Source: an optimization exercise on an open RTL-to-GDS flow (aim: small area). Production flows keep margins and buffers that such runs may drop.
The RTL was checked by simulation tests, not by an equivalence proof against the original design.
Power and IR drop assume default switching activity.

run 1:
// top_level
module top_level(
                rst,
                CLK100MHZ,
                i_switch,
                o_led,
                o_tx,
                o_rx
                );
    input       rst;
    input       CLK100MHZ;
    input [3:0] i_switch;
    output      o_led;
    output [7:0] o_tx;
    output      o_rx;
    parameter SEED   = 9'b110101010;
    wire        o_prbs;
    wire        reset;
    reg [1:0]   clk_count;
    reg         enable;
    assign reset  = ~rst;
    always @(posedge CLK100MHZ) begin
        if (reset) begin
            clk_count <= 2'd0;
            enable    <= 1'b0;
        end else begin
            clk_count <= clk_count + 2'd1;
            enable    <= (clk_count == 2'd0);
        end
    end
    prbs9 #(.SEED(SEED)) prbs_r(
        .clk   (CLK100MHZ),
        .enable(enable),
        .rst   (reset),
        .o_bit (o_prbs)
    );
    tx tx_r(
        .clk   (CLK100MHZ),
        .rst   (reset),
        .enable(i_switch[0]),
        .i_tx  (o_prbs),
        .o_tx  (o_tx)
    );
    rx rx_r(
        .clk   (CLK100MHZ),
        .rst   (reset),
        .enable(i_switch[1]),
        .i_rx  (o_tx),
        .i_sw  (i_switch[2:1]),
        .o_rx  (o_rx)
    );
    ber ber_r(
        .clk      (CLK100MHZ),
        .rst      (reset),
        .enable   (enable),
        .clk_count(clk_count),
        .i_prbs   (o_prbs),
        .i_rx     (o_rx),
        .o_err    (o_led)
    );
  ...
==> flow/config.mk <==
export PLATFORM = sky130hd
export DESIGN_NAME = top_level
export DESIGN_NICKNAME = top_level
export VERILOG_FILES = /design/flow/design.v
export SDC_FILE = /design/flow/constraint.sdc
export NUM_CORES = 4
export LEC_CHECK = 0
export ABC_AREA = 1
export CAP_MARGIN = 20
export CORE_MARGIN = 2
export CORE_UTILIZATION = 40
export SLEW_MARGIN = 20
==> flow/constraint.sdc <==
create_clock -name core_clock -period 10.0 [get_ports {CLK100MHZ}]
set_input_delay 2.0000 -clock core_clock [delete_from_list [all_inputs] [get_ports {CLK100MHZ}]]
set_output_delay 2.0000 -clock core_clock [all_outputs]
set_load 0.01 [all_outputs]
standard.sh (not shown) runs the stock make flow with config.mk's settings and CLKGATE_MAP_FILE= SYNTH_SCRIPT=/design/flow/synth_recipe.tcl, a recipe that flattens the netlist after the stock synthesis.
==> flow/flow/run.sh <==
#!/bin/bash
# Layout flow: the standard flow, except that synthesis skips the quick
# "abc -fast" pass at the end of Yosys's fine stage, so that extract_fa sees
# the full adders of the RTL as written (abc -fast restructures them and
# extract_fa then surrounds the adders it finds with inverters). Everything
# else, including the naming and flattening of synth_recipe.tcl, is unchanged.
set -euo pipefail
W=$PWD
sed 's/synth -top \$::env(DESIGN_NAME) -run fine: {\*}\$synth_full_args/synth -top $::env(DESIGN_NAME) -run fine: -noabc {*}$synth_full_args/' \
    "$FLOW_HOME/scripts/synth.tcl" > "$W/synth_noabc.tcl"
grep -q -- '-run fine: -noabc' "$W/synth_noabc.tcl" || { echo "could not patch synth.tcl" >&2; exit 1; }
sed "s#source \$::env(SCRIPTS_DIR)/synth.tcl#source $W/synth_noabc.tcl#" synth_recipe.tcl > "$W/synth_recipe_noabc.tcl"
grep -q "synth_noabc.tcl" "$W/synth_recipe_noabc.tcl" || { echo "could not patch synth_recipe.tcl" >&2; exit 1; }
bash standard.sh SYNTH_SCRIPT="$W/synth_recipe_noabc.tcl" finish > "$W/flow_make.log" 2>&1
Run 1 completed every stage of the flow, and the final layout passed the timing, DRC and antenna checks.
Relative to run 1, the following input files were edited for run 2:
Settings: setting CTS_CLUSTER_SIZE to 18 for the first time; setting CTS_BUF_LIST to sky130_fd_sc_hd__clkbuf_8 for the first time; setting CTS_CLUSTER_DIAMETER to 60 for the first time.
Results
Total power: run 2 vs run 1 down 14%. Compared to run 1, run 2 has worst endpoint required time 70 ps higher. Between run 2 and run 1, design internal power is higher for run 1, run 2 comes in under that.
### run 2 -> run 3
Settings: CTS_CLUSTER_DIAMETER changed from 60 to 80; CTS_BUF_LIST changed from sky130_fd_sc_hd__clkbuf_8 to sky130_fd_sc_hd__clkbuf_16; CTS_CLUSTER_SIZE changed from 18 to 35.
## What came out
The final layout from run 3, which completed every stage, passed the timing, DRC and antenna checks at the end of the flow. Diff run 2 -> run 3: flip-flop and latch share of the layout cell area shrank by 0.17 points; total chip power grew by 68 uW; count of plain and timing-repair buffers held steady; data required time at the worst endpoint shrank by 40 ps. Routed wire length ended up 1.2% lower on run 3 than on run 2. Looking only at net switching share of the total power, and setting everything else aside, the higher value of run 2 and run 3 goes to run 3.

==> separate check: timing with driven ports <==
In the flow no input, the clock included, has a driving cell. The finished layouts below were timed again as built, in two steps. Step 1: set_driving_cell puts a clkbuf_16 on CLK100MHZ and a buf_2 on each other input, an assumption about the parent block. Step 2, shift: input delay + t, output delay - t, t = (earliest + latest rising clock arrival at the registers) / 2. This alone moves slack from input paths to output paths. Three values: no drivers, after step 1, after step 2; two values: the first two.
run	t (ns)	setup slack, ns	latest minus earliest clock arrival (ns)
run 1	0.677	1.039 / 1.039 / 1.039	0.023 / 0.024
run 2	0.741	1.028 / 1.028 / 1.028	0.040 / 0.040
run 3	0.701	1.031 / 1.031 / 1.031	0.026 / 0.026
After both steps every run listed still meets setup and hold.
